What follows belongs to an exercise in optimizing a design on an open flow for small area; a production flow would make more cautious choices. For this run, only the layout was checked, not whether the RTL still works. Power figures rest on the tool's default switching activity, not on a simulated workload.

==> flow/design.v <==
module DownClock(
    input clk, rst,
    output tick
);
parameter TICKS = 50;
reg [31:0]count;
assign tick = tick_reg;
reg tick_reg;
always @(posedge clk or negedge rst) begin
    if (rst == 1'b0) begin
        count <= 32'b0;
        tick_reg <= 1'b0;
    end
    else begin
        if (count >= TICKS / 2) begin
            tick_reg <= !tick_reg;
            count <= 32'b0;
        end
        else begin
            count <= count + 1;
        end
    end
end
endmodule
module Timer(
    clk,
    rst,
    tick,
    PRE,
    IN,
    DN,
	 TT,
	 EN,
	 ACC
);
input clk;
input rst;
input tick;
input [31:0]PRE;
input IN;
output reg DN;
output reg TT;
output reg EN;
output reg [31:0]ACC;
reg last_tick;
always @(posedge clk or negedge rst) begin
	if (rst == 1'b0) begin
		last_tick <= 1'b0;
		ACC <= 32'd0;
		DN <= 1'b0;
		TT <= 1'b0;
		EN <= 1'b0;
	end
	else begin
		last_tick <= tick;
		if (IN == 1'b0) begin
			ACC <= 32'd0;
			DN <= 1'b0;
			TT <= 1'b0;
			EN <= 1'b0;
		end
		else 
		begin
			DN <= (ACC >= PRE)? 1'b1 : 1'b0;
			TT <= (ACC < PRE)? 1'b1 : 1'b0;
			EN <= 1'b1;
			if (tick != last_tick && tick == 1'b1) begin
				ACC <= (ACC >= PRE)? ACC : ACC + 32'd1;
			end
		end
	end
end
endmodule
module Counter(
    clk,
    rst,
    PRE,
    IN,
	 RES,
    DN,
	 CU,
	 ACC
);
input clk;
input rst;
input [31:0]PRE;
input IN;
input RES;
output reg DN;
output reg CU;
output reg [31:0]ACC;
reg prev_IN;
always @(posedge clk or negedge rst) begin
	if (rst == 1'b0) begin
		prev_IN <= 1'b0;
		ACC <= 32'd0;
		DN <= 1'b0;
		CU <= 1'b0;
	end
	else begin
		prev_IN <= IN;
		if (RES == 1'b1) begin
			ACC <= 32'd0;
			DN <= 1'b0;
			CU <= 1'b0;
		end
		else begin 
			if (IN == 1'b1) begin
				CU <= 1'b1;
				DN <= (ACC >= PRE)? 1'b1 : 1'b0;
				if (prev_IN == 1'b0 && ACC < PRE) begin
					ACC <= ACC + 32'd1;
				end
			end
		end
	end
end
endmodule
module ALD_miami(
    SW,
    RST_N,
    CLOCK_50,
    LEDR
);
input [7:1]SW;
input RST_N;
input CLOCK_50;
output [6:0]LEDR;
wire clk = CLOCK_50;
wire rst = RST_N;
wire n_Start = !SW[1];
wire n_Stop = !SW[2];
wire n_TP1 = !SW[3];
wire n_TR = !SW[4];
wire n_Pressure_Switch = !SW[5];
wire n_Atmosphere = !SW[6];
wire n_heateron = !SW[7];
assign LEDR[0] = SV1;
assign LEDR[1] = SV4;
assign LEDR[2] = VV1;
assign LEDR[3] = VV2;
assign LEDR[4] = heaterson;
assign LEDR[5] = reactorheater;
assign LEDR[6] = mfcwater;
reg [7:0]step_counter;
reg [7:0]n_step_counter;
reg MFC;
reg SV1;
reg SV4;
reg Tok;
reg VV1;
reg VV2;
reg cycles_IN;
reg cycles_RES;
reg delay_start_IN;
reg done;
reg done1;
reg heaterson;
reg mfcwater;
reg mstart;
reg mstop;
reg prev_start_serial;
reg prev_tonp1_DN;
reg prev_tvac1_DN;
reg prev_tvacw_DN;
reg prev_twater_DN;
reg pulse_start_IN;
reg reactorheater;
reg start_section_IN;
reg start_serial;
reg startpos;
reg sv11;
reg sv1_start;
reg svac1;
reg svac2;
reg sw;
reg tonp1_IN;
reg tpstart_IN;
reg tpvac_IN;
reg trestarts_IN;
reg trig11;
reg trig21;
reg trig71;
reg trig81;
reg tvac1_IN;
reg tvacw_IN;
reg twait1_IN;
reg twaitw_IN;
reg twater_IN;
reg vacpumps;
reg [31:0]cycles_PRE;
reg [31:0]delay_start_PRE;
reg [31:0]precursor1;
reg [31:0]pulse_start_PRE;
reg [31:0]start_section_PRE;
reg [31:0]tonp1_PRE;
reg [31:0]tpstart_PRE;
reg [31:0]tpvac_PRE;
reg [31:0]trestarts_PRE;
reg [31:0]tvac1_PRE;
reg [31:0]tvacw_PRE;
reg [31:0]twait1_PRE;
reg [31:0]twaitw_PRE;
reg [31:0]twater_PRE;
reg n_MFC;
reg n_SV1;
reg n_SV4;
reg n_Tok;
reg n_VV1;
reg n_VV2;
reg n_cycles_IN;
reg n_cycles_RES;
reg n_delay_start_IN;
reg n_done;
reg n_done1;
reg n_heaterson;
reg n_mfcwater;
reg n_mstart;
reg n_mstop;
reg n_pulse_start_IN;
reg n_reactorheater;
reg n_start_section_IN;
reg n_start_serial;
reg n_startpos;
reg n_sv11;
reg n_sv1_start;
reg n_svac1;
reg n_svac2;
reg n_sw;
reg n_tonp1_IN;
reg n_tpstart_IN;
reg n_tpvac_IN;
reg n_trestarts_IN;
reg n_trig11;
reg n_trig21;
reg n_trig71;
reg n_trig81;
reg n_tvac1_IN;
reg n_tvacw_IN;
reg n_twait1_IN;
reg n_twaitw_IN;
reg n_twater_IN;
reg n_vacpumps;
reg [31:0]n_cycles_PRE;
reg [31:0]n_delay_start_PRE;
reg [31:0]n_precursor1;
reg [31:0]n_pulse_start_PRE;
reg [31:0]n_start_section_PRE;
reg [31:0]n_tonp1_PRE;
reg [31:0]n_tpstart_PRE;
reg [31:0]n_tpvac_PRE;
reg [31:0]n_trestarts_PRE;
reg [31:0]n_tvac1_PRE;
reg [31:0]n_tvacw_PRE;
reg [31:0]n_twait1_PRE;
reg [31:0]n_twaitw_PRE;
reg [31:0]n_twater_PRE;
wire tick;
DownClock #(.TICKS(1)) down(clk, rst, tick);
wire [31:0]n_tpvac_ACC;
wire n_tpvac_DN, n_tpvac_TT, n_tpvac_EN;
Timer t1(clk, rst, tick, n_tpvac_PRE, n_tpvac_IN, n_tpvac_DN, n_tpvac_TT, n_tpvac_EN, n_tpvac_ACC);
wire [31:0]n_pulse_start_ACC;
wire n_pulse_start_DN, n_pulse_start_TT, n_pulse_start_EN;
Timer t2(clk, rst, tick, n_pulse_start_PRE, n_pulse_start_IN, n_pulse_start_DN, n_pulse_start_TT, n_pulse_start_EN, n_pulse_start_ACC);
wire [31:0]n_start_section_ACC;
wire n_start_section_DN, n_start_section_TT, n_start_section_EN;
Timer t3(clk, rst, tick, n_start_section_PRE, n_start_section_IN, n_start_section_DN, n_start_section_TT, n_start_section_EN, n_start_section_ACC);
wire [31:0]n_delay_start_ACC;
wire n_delay_start_DN, n_delay_start_TT, n_delay_start_EN;
Timer t4(clk, rst, tick, n_delay_start_PRE, n_delay_start_IN, n_delay_start_DN, n_delay_start_TT, n_delay_start_EN, n_delay_start_ACC);
wire [31:0]n_tpstart_ACC;
wire n_tpstart_DN, n_tpstart_TT, n_tpstart_EN;
Timer t5(clk, rst, tick, n_tpstart_PRE, n_tpstart_IN, n_tpstart_DN, n_tpstart_TT, n_tpstart_EN, n_tpstart_ACC);
wire [31:0]n_tonp1_ACC;
wire n_tonp1_DN, n_tonp1_TT, n_tonp1_EN;
Timer t6(clk, rst, tick, n_tonp1_PRE, n_tonp1_IN, n_tonp1_DN, n_tonp1_TT, n_tonp1_EN, n_tonp1_ACC);
wire [31:0]n_twait1_ACC;
wire n_twait1_DN, n_twait1_TT, n_twait1_EN;
Timer t7(clk, rst, tick, n_twait1_PRE, n_twait1_IN, n_twait1_DN, n_twait1_TT, n_twait1_EN, n_twait1_ACC);
wire [31:0]n_tvac1_ACC;
wire n_tvac1_DN, n_tvac1_TT, n_tvac1_EN;
Timer t8(clk, rst, tick, n_tvac1_PRE, n_tvac1_IN, n_tvac1_DN, n_tvac1_TT, n_tvac1_EN, n_tvac1_ACC);
wire [31:0]n_twater_ACC;
wire n_twater_DN, n_twater_TT, n_twater_EN;
Timer t9(clk, rst, tick, n_twater_PRE, n_twater_IN, n_twater_DN, n_twater_TT, n_twater_EN, n_twater_ACC);
wire [31:0]n_twaitw_ACC;
wire n_twaitw_DN, n_twaitw_TT, n_twaitw_EN;
Timer t10(clk, rst, tick, n_twaitw_PRE, n_twaitw_IN, n_twaitw_DN, n_twaitw_TT, n_twaitw_EN, n_twaitw_ACC);
wire [31:0]n_tvacw_ACC;
wire n_tvacw_DN, n_tvacw_TT, n_tvacw_EN;
Timer t11(clk, rst, tick, n_tvacw_PRE, n_tvacw_IN, n_tvacw_DN, n_tvacw_TT, n_tvacw_EN, n_tvacw_ACC);
wire [31:0]n_trestarts_ACC;
wire n_trestarts_DN, n_trestarts_TT, n_trestarts_EN;
Timer t12(clk, rst, tick, n_trestarts_PRE, n_trestarts_IN, n_trestarts_DN, n_trestarts_TT, n_trestarts_EN, n_trestarts_ACC);
wire [31:0]n_cycles_ACC;
wire n_cycles_DN, n_cycles_CU;
Counter c1(clk, rst, n_cycles_PRE, n_cycles_IN, n_cycles_RES, n_cycles_DN, n_cycles_CU, n_cycles_ACC);
reg [63:0]rung_count;
always @(posedge clk or negedge rst) begin
    if (rst == 1'b0) begin
        rung_count <= 64'd0;
		MFC <= 1'b0;
		SV1 <= 1'b0;
		SV4 <= 1'b0;
		Tok <= 1'b0;
		VV1 <= 1'b0;
		VV2 <= 1'b0;
		cycles_IN <= 1'b0;
		cycles_RES <= 1'b0;
		delay_start_IN <= 1'b0;
		done <= 1'b0;
		done1 <= 1'b0;
		heaterson <= 1'b0;
		mfcwater <= 1'b0;
		mstart <= 1'b0;
		mstop <= 1'b0;
		prev_start_serial <= 1'b0;
		prev_tonp1_DN <= 1'b0;
		prev_tvac1_DN <= 1'b0;
		prev_tvacw_DN <= 1'b0;
		prev_twater_DN <= 1'b0;
		pulse_start_IN <= 1'b0;
		reactorheater <= 1'b0;
		start_section_IN <= 1'b0;
		start_serial <= 1'b0;
		startpos <= 1'b0;
		sv11 <= 1'b0;
		sv1_start <= 1'b0;
		svac1 <= 1'b0;
		svac2 <= 1'b0;
		sw <= 1'b0;
		tonp1_IN <= 1'b0;
		tpstart_IN <= 1'b0;
		tpvac_IN <= 1'b0;
		trestarts_IN <= 1'b0;
		trig11 <= 1'b0;
		trig21 <= 1'b0;
		trig71 <= 1'b0;
		trig81 <= 1'b0;
		tvac1_IN <= 1'b0;
		tvacw_IN <= 1'b0;
		twait1_IN <= 1'b0;
		twaitw_IN <= 1'b0;
		twater_IN <= 1'b0;
		vacpumps <= 1'b0;
		cycles_PRE <= 32'd10;
		delay_start_PRE <= 32'd10000;
		precursor1 <= 32'd0;
		pulse_start_PRE <= 32'd10010;
		start_section_PRE <= 32'd50000;
		tonp1_PRE <= 32'd20000;
		tpstart_PRE <= 32'd10000;
		tpvac_PRE <= 32'd200;
		trestarts_PRE <= 32'd90000;
		tvac1_PRE <= 32'd40000;
		tvacw_PRE <= 32'd80000;
		twait1_PRE <= 32'd1;
		twaitw_PRE <= 32'd1;
		twater_PRE <= 32'd20000;
		n_MFC <= 1'b0;
		n_SV1 <= 1'b0;
		n_SV4 <= 1'b0;
		n_Tok <= 1'b0;
		n_VV1 <= 1'b0;
		n_VV2 <= 1'b0;
		n_cycles_IN <= 1'b0;
		n_cycles_RES <= 1'b0;
		n_delay_start_IN <= 1'b0;
		n_done <= 1'b0;
		n_done1 <= 1'b0;
		n_heaterson <= 1'b0;
		n_mfcwater <= 1'b0;
		n_mstart <= 1'b0;
		n_mstop <= 1'b0;
		n_pulse_start_IN <= 1'b0;
		n_reactorheater <= 1'b0;
		n_start_section_IN <= 1'b0;
		n_start_serial <= 1'b0;
		n_startpos <= 1'b0;
		n_sv11 <= 1'b0;
		n_sv1_start <= 1'b0;
		n_svac1 <= 1'b0;
		n_svac2 <= 1'b0;
		n_sw <= 1'b0;
		n_tonp1_IN <= 1'b0;
		n_tpstart_IN <= 1'b0;
		n_tpvac_IN <= 1'b0;
		n_trestarts_IN <= 1'b0;
		n_trig11 <= 1'b0;
		n_trig21 <= 1'b0;
		n_trig71 <= 1'b0;
		n_trig81 <= 1'b0;
		n_tvac1_IN <= 1'b0;
		n_tvacw_IN <= 1'b0;
		n_twait1_IN <= 1'b0;
		n_twaitw_IN <= 1'b0;
		n_twater_IN <= 1'b0;
		n_vacpumps <= 1'b0;
		n_cycles_PRE <= 32'd10;
		n_delay_start_PRE <= 32'd10000;
		n_precursor1 <= 32'd0;
		n_pulse_start_PRE <= 32'd10010;
		n_start_section_PRE <= 32'd50000;
		n_tonp1_PRE <= 32'd20000;
		n_tpstart_PRE <= 32'd10000;
		n_tpvac_PRE <= 32'd200;
		n_trestarts_PRE <= 32'd90000;
		n_tvac1_PRE <= 32'd40000;
		n_tvacw_PRE <= 32'd80000;
		n_twait1_PRE <= 32'd1;
		n_twaitw_PRE <= 32'd1;
		n_twater_PRE <= 32'd20000;
    end
    else begin
        rung_count <= (rung_count + 64'b1) % 39;
        case (rung_count)
			0: begin
				n_mstop <= (!n_Stop || n_cycles_DN );
			end
			1: begin
				n_heaterson <= n_heateron;
			end
			2: begin
				n_mstart <= (n_Start && n_TP1 || n_mstart && n_Stop && !n_mstop );
			end
			3: begin
				n_tpvac_IN <= n_mstart;
			end
			4: begin
				n_reactorheater <= (n_mstart || n_reactorheater )&& !n_mstop;
			end
			5: begin
				n_vacpumps <= (n_tpvac_TT || n_mstart && n_vacpumps && !n_pulse_start_EN );
			end
			6: begin
				n_MFC <= n_mstart && (n_Pressure_Switch || !n_Atmosphere && n_MFC );
			end
			7: begin
				n_Tok <= (n_mstart && n_TR || n_mstart && n_Tok );
				n_pulse_start_IN <= (n_mstart && n_TR || n_mstart && n_Tok );
			end
			8: begin
				n_start_section_IN <= n_pulse_start_TT;
			end
			9: begin
				n_delay_start_IN <= n_start_section_TT;
			end
			10: begin
				if ((n_mstart) == 1'b1)
				begin
					n_tvacw_PRE <= 32'd80000;
					n_twaitw_PRE <= 32'd1;
					n_twater_PRE <= 32'd20000;
					n_cycles_PRE <= 32'd10;
					n_tvac1_PRE <= 32'd40000;
					n_twait1_PRE <= 32'd1;
					n_tonp1_PRE <= 32'd20000;
					n_precursor1 <= 32'd10000;
				end
			end
			11: begin
				n_start_serial <= n_delay_start_EN;
			end
			12: begin
				n_tpstart_IN <= n_start_serial;
			end
			13: begin
				n_startpos <= n_start_serial && (n_start_serial && !prev_start_serial);
				prev_start_serial <= n_start_serial;
			end
			14: begin
				n_sv1_start <= n_tonp1_DN && (n_tonp1_DN && !prev_tonp1_DN);
				prev_tonp1_DN <= n_tonp1_DN;
			end
			15: begin
				n_tonp1_IN <= (n_precursor1 >= 32'd2) && (n_trestarts_TT && !n_done1 || n_tpstart_EN || !n_tonp1_DN && n_tonp1_EN );
			end
			16: begin
				n_sv11 <= n_tonp1_TT;
			end
			17: begin
				n_trig11 <= (n_sv1_start || !n_startpos && n_trig11 && !n_trig81 );
			end
			18: begin
				n_twait1_IN <= n_trig11;
			end
			19: begin
				n_tvac1_IN <= n_twait1_DN;
			end
			20: begin
				n_svac1 <= n_tvac1_TT;
			end
			21: begin
				n_trig21 <= (n_tvac1_DN && (n_tvac1_DN && !prev_tvac1_DN) || n_trig21 && !n_startpos && !n_trig81 );
				prev_tvac1_DN <= n_tvac1_DN;
			end
			22: begin
				n_twater_IN <= n_trig21;
			end
			23: begin
				n_sw <= n_twater_TT;
			end
			24: begin
				n_trig71 <= (n_twater_DN && (n_twater_DN && !prev_twater_DN) || n_trig71 && !n_startpos && !n_trestarts_TT );
				prev_twater_DN <= n_twater_DN;
			end
			25: begin
				n_twaitw_IN <= n_trig71;
			end
			26: begin
				n_tvacw_IN <= n_twaitw_DN;
			end
			27: begin
				n_svac2 <= n_tvacw_TT;
			end
			28: begin
				n_trig81 <= (n_tvacw_DN && (n_tvacw_DN && !prev_tvacw_DN) || n_trig81 && !n_startpos && !n_trestarts_TT );
				prev_tvacw_DN <= n_tvacw_DN;
			end
			29: begin
				n_trestarts_IN <= n_trig81;
			end
			30: begin
				n_cycles_IN <= n_trestarts_TT;
			end
			31: begin
				n_cycles_RES <= n_startpos;
			end
			32: begin
				n_done1 <= n_cycles_DN;
				n_done <= n_cycles_DN;
			end
			33: begin
				n_SV1 <= n_sv11 && n_mstart;
			end
			34: begin
				n_SV4 <= n_sw && n_mstart;
			end
			35: begin
				n_VV1 <= (n_vacpumps || n_svac1 )&& n_mstart;
			end
			36: begin
				n_VV2 <= (n_vacpumps || n_svac2 )&& n_mstart;
			end
			37: begin
				n_mfcwater <= n_MFC;
			end
			38: begin
				MFC <= n_MFC;
				SV1 <= n_SV1;
				SV4 <= n_SV4;
				Tok <= n_Tok;
				VV1 <= n_VV1;
				VV2 <= n_VV2;
				cycles_IN <= n_cycles_IN;
				cycles_RES <= n_cycles_RES;
				delay_start_IN <= n_delay_start_IN;
				done <= n_done;
				done1 <= n_done1;
				heaterson <= n_heaterson;
				mfcwater <= n_mfcwater;
				mstart <= n_mstart;
				mstop <= n_mstop;
				pulse_start_IN <= n_pulse_start_IN;
				reactorheater <= n_reactorheater;
				start_section_IN <= n_start_section_IN;
				start_serial <= n_start_serial;
				startpos <= n_startpos;
				sv11 <= n_sv11;
				sv1_start <= n_sv1_start;
				svac1 <= n_svac1;
				svac2 <= n_svac2;
				sw <= n_sw;
				tonp1_IN <= n_tonp1_IN;
				tpstart_IN <= n_tpstart_IN;
				tpvac_IN <= n_tpvac_IN;
				trestarts_IN <= n_trestarts_IN;
				trig11 <= n_trig11;
				trig21 <= n_trig21;
				trig71 <= n_trig71;
				trig81 <= n_trig81;
				tvac1_IN <= n_tvac1_IN;
				tvacw_IN <= n_tvacw_IN;
				twait1_IN <= n_twait1_IN;
				twaitw_IN <= n_twaitw_IN;
				twater_IN <= n_twater_IN;
				vacpumps <= n_vacpumps;
				cycles_PRE <= n_cycles_PRE;
				delay_start_PRE <= n_delay_start_PRE;
				precursor1 <= n_precursor1;
				pulse_start_PRE <= n_pulse_start_PRE;
				start_section_PRE <= n_start_section_PRE;
				tonp1_PRE <= n_tonp1_PRE;
				tpstart_PRE <= n_tpstart_PRE;
				tpvac_PRE <= n_tpvac_PRE;
				trestarts_PRE <= n_trestarts_PRE;
				tvac1_PRE <= n_tvac1_PRE;
				tvacw_PRE <= n_tvacw_PRE;
				twait1_PRE <= n_twait1_PRE;
				twaitw_PRE <= n_twaitw_PRE;
				twater_PRE <= n_twater_PRE;
			end
        endcase
    end
end
endmodule
==> flow/run.sh <==
#!/bin/bash
# synth_recipe.tcl (not shown) runs the flow's synth.tcl, then flattens the netlist and writes it again
# the make line also repeats each setting of config.mk as NAME=value (left out here)
make -C /OpenROAD-flow-scripts/flow DESIGN_CONFIG=/design/flow/config.mk WORK_HOME=/design/flow/orfs CLKGATE_MAP_FILE= SYNTH_SCRIPT=/design/flow/synth_recipe.tcl finish
==> flow/config.mk <==
export PLATFORM = sky130hd
export DESIGN_NAME = ALD_miami
export DESIGN_NICKNAME = ALD_miami
export VERILOG_FILES = /design/flow/design.v
export SDC_FILE = /design/flow/constraint.sdc
export NUM_CORES = 4
export LEC_CHECK = 0
export CAP_MARGIN = 20
export CORE_MARGIN = 2
export CORE_UTILIZATION = 40
export SLEW_MARGIN = 20
==> flow/constraint.sdc <==
create_clock -name core_clock -period 50.0 [get_ports {CLOCK_50}]
set_input_delay 10.0000 -clock core_clock [delete_from_list [all_inputs] [get_ports {CLOCK_50}]]
set_output_delay 10.0000 -clock core_clock [all_outputs]
set_load 0.01 [all_outputs]
==> summary.txt <==
[repair_timing]
item | CTS | global route
endpoints found under the hold margin | 0 | 0
pin swaps | 0 | 17
hold buffers | 0 | 0
gates cloned | 0 | 2
setup endpoints to repair | 1 | 64
resized for setup | 1 | 104
setup buffers | 0 | 33
[metal layers]
| layer | up-vias | track usage | wire, microns |
|---|---|---|---|
| li1 | 18800 | - | - |
| met1 | 18600 | 0.271 | 52700 |
| met2 | 948 | 0.310 | 51300 |
| met3 | 151 | 0.0191 | 4740 |
| met4 | 2 | 0.0432 | 1980 |
| met5 | - | 0 | 13 |
[placed cells by master, fill, tap and decap left out, drive strengths merged, types with 25 or more instances in the layout]
| master | n |
|---|---|
| nor2 | 489 |
| xor2 | 108 |
| and3 | 131 |
| mux2i | 84 |
| or2 | 41 |
| or3 | 52 |
| o21ai | 268 |
| a31oi | 107 |
| o2111ai | 32 |
| a311oi | 41 |
| a21oi | 299 |
| and2 | 154 |
| and4 | 40 |
| nand3 | 192 |
| o211ai | 69 |
| nand2 | 416 |
| o31ai | 47 |
| nor4 | 119 |
| nor3 | 124 |
| a21o | 66 |
| mux2 | 59 |
| or4 | 31 |
| o32ai | 42 |
| nand4 | 106 |
| buf | 82 |
| a211oi | 68 |
| a21boi | 50 |
| o221ai | 25 |
| ha | 30 |
| o21a | 117 |
| a22oi | 30 |
| clkbuf | 60 |
| inv | 122 |
| nor2b | 91 |
| dfrtp | 488 |
| xnor2 | 221 |
[logic make-up (layout without fill, tap and decap cells)]
logic type / count (synthesis) / count (layout) / synth area share
and+or+nand+nor: 2054 / 2055 / 0.257
AOI/OAI and AO/OA: 1594 / 1594 / 0.290
muxes: 143 / 143 / 0.0381
DFF: 488 / 488 / 0.280
other: 0 / 2 / 0
buffers and inverters: 324 / 310 / 0.0496
adders and majority gates: 46 / 46 / 0.0125
xor gates and xnor gates: 329 / 330 / 0.0732
[metrics by stage]
| stage | utilization | hold slack (ps) | std cells | setup TNS (ps) |
|---|---|---|---|---|
| final | 0.435 | 369 | 6382 | 0 |
| after global routing | 0.435 | 387 | 6380 | -2440 |
| after CTS | 0.427 | 372 | 6345 | 0 |
| after detailed placement | 0.408 | 357 | 6252 | 0 |
| after global placement | 0.408 | 353 | 6251 | 0 |
| after floorplan | - | 349 | 4978 | 0 |
[worst max-delay path: cells and delay by family, from the launching register on]
kind            cells  cell delay [ps]
flops               1              490
fa+ha+maj           5             1550
compound gates     95            26270
mux                11             3430
simple gates       39            11920
xor+xnor            8             2270
buf+inv             6             1080
[power by group through the flow]
stage | combinational (uW) | clock (uW) | sequential (uW)
4_1_cts | 13.2 | 462 | 397
2_1_floorplan | 3.02 | 0 | 404
3_3_place_gp | 13.0 | 0 | 405
3_5_place_dp | 13.2 | 0 | 405
5_1_grt | 14.7 | 478 | 397
6_report | 12.3 | 450 | 397
[area by class of cell]
class	count	area, sq um
Fill cell	10700	61300
Multi-Input combinational cell	4168	29900
Sequential cell	488	12200
Tap cell	1414	1770
Clock buffer	60	1380
Timing Repair Buffer	96	817
Clock inverter	33	638
Inverter	121	470
Antenna cell	2	5.00
[worst min-delay path by stage]
stage	from	to	slack [ps]	cells after the start
after CTS	n_delay_start_IN	t4.EN	370	0
after global placement	n_delay_start_IN	t4.EN	350	0
after detailed placement	n_delay_start_IN	t4.EN	360	0
after global routing	n_delay_start_IN	t4.EN	390	0
after floorplan	n_delay_start_IN	t4.EN	350	0
final	n_delay_start_IN	t4.EN	370	0
==> flow_summary.ini <==
[status]
outcome = complete, no violations

[synth]
synth_cells = 4978
syn-num-nets = 5017
yosys.area.top_type = dfrtp_1
synth-edff-count = 0
ys_types = 199
synthFlopType = dfrtp_1
ys_ff_latch = 488
synth_common_cells = 488 x dfrtp_1, 463 x nor2_1, 399 x nand2_1
async_reset_ff_frac = 1.00
avgSynthCellArea_sq_um = 8.77
yosysWarningCount = 4
yosys-top-cells-area = dfrtp_1 28%, nor2_1 4.0%, xnor2_1 3.9%
yosysTopAreaCellShare = 0.280
seq_area_frac_synth = 0.280
synth_most_common_cell = dfrtp_1
netlist_area_sq_mm = 0.0437

[final_layout]
final_nets = 4964
syn_to_final_growth_pct = 8.17
stdcell_area_sq_mm = 0.0472
largest_register = rung_count
drive_gt1_frac = 0.183
largest_reg_flops = 64

[setup_path]
cp.arrival_ps = 47670
cp_slowest_stage_delay_ps = 690
r2r-start = rung_count[0]
ff2ff_setup_slack_ps = 2810
setup.worst_path.end_class = register
crit_path_frequent_cell = o21ai_1
worstSetupEndpoint = rung_count[53]
reg2regPathDepth = 164
cp_max_fo = 19
r2r_end = rung_count[53]
cp-startpoint = rung_count[0]
critical_path.slowest_cell = or4_4
start_kind = register
crit_required_ps = 50480
path_class = reg2reg

[timing]
relSlewSlack = 0.246
clock.fmax_mhz = 21.2
finalCriticalPeriod_ps = 47190
finalClockSkew_ps = 35.6
tightest_slew_ps = 1130
setup_ws_ps = 2810
finalCritPeriodShare = 0.944
drv_slew = 0
hold_viol_final = 0
setup_viol = 0

[pwr]
p_leak_uw = 0.0183
pwr-share-clk = 0.523
power_switching_uw = 180
finalPower_uw = 860
swShare = 0.209
internal-power_uw = 680
p_seq_frac = 0.462
combPwrFrac = 0.014
powerDensity_mw_per_mm2 = 18.2
ir_worst_vdd_uv = 31.3

[clock_network]
h-tree-depth = 2
clk_latency_ps = 620
cts_tree = yes
cts_buffers = 50
root_buffer = clkbuf_16
cts.sinks = 488
cts.clk_slew.worst_paths_ps = 60
cts.path.max_buffers = 3

[flow_run]
maxCapViolations = 0

[placed_design]
port_buffers = 15
place_congestion = 0.899
placed_area_sq_mm = 0.0443
pre_cts_slack_ps = 184
post-dp-hpwl_microns = 80500

[grt]
grt_max_degree = 167
grt_overflow_total = 0
grt_pass1_vias = 36000
grt.total_usage = 0.190
grt_pass1_wl_microns = 184000
antenna_found_initial = 2

[detailed_routing]
viasPerCell = 6.04
wl_microns = 111000
drcViolationCount = 0
first_pass_iters = 6
antenna_left = 0
vias = 38600
drt_iter0_markers = 3141
wl_per_cell_microns = 17.4

[floorplan]
coreArea_sq_mm = 0.109
die_h_microns = 334
num_io_pins = 16
start_util = 0.402
rows = 121
die_area_sq_mm = 0.112
die_x_microns = 334

[min_path]
hold_path_class = reg2reg

[static timing again, ports no longer ideal]
In the flow no input, the clock included, has a driving cell. The finished layout below was timed again as built, in two steps.
Step 1 assumes that a clkbuf_16 drives the clock port and a buf_2 every other input.
Step 2, shift: input delay + t, output delay - t, t = (earliest + latest rising clock arrival at the registers) / 2. This alone moves slack from input paths to output paths.
Three values: no drivers, after step 1, after step 2; two values: the first two.
t (ns): 0.672
setup WS [ns]: 2.807 / 2.807 / 2.807
clock arrival spread, ns: 0.036 / 0.037
After both steps setup and hold are still met in this run. For this run, drivers alone change the setup slack by 0.000 ns; drivers and shift together by 0.000 ns.
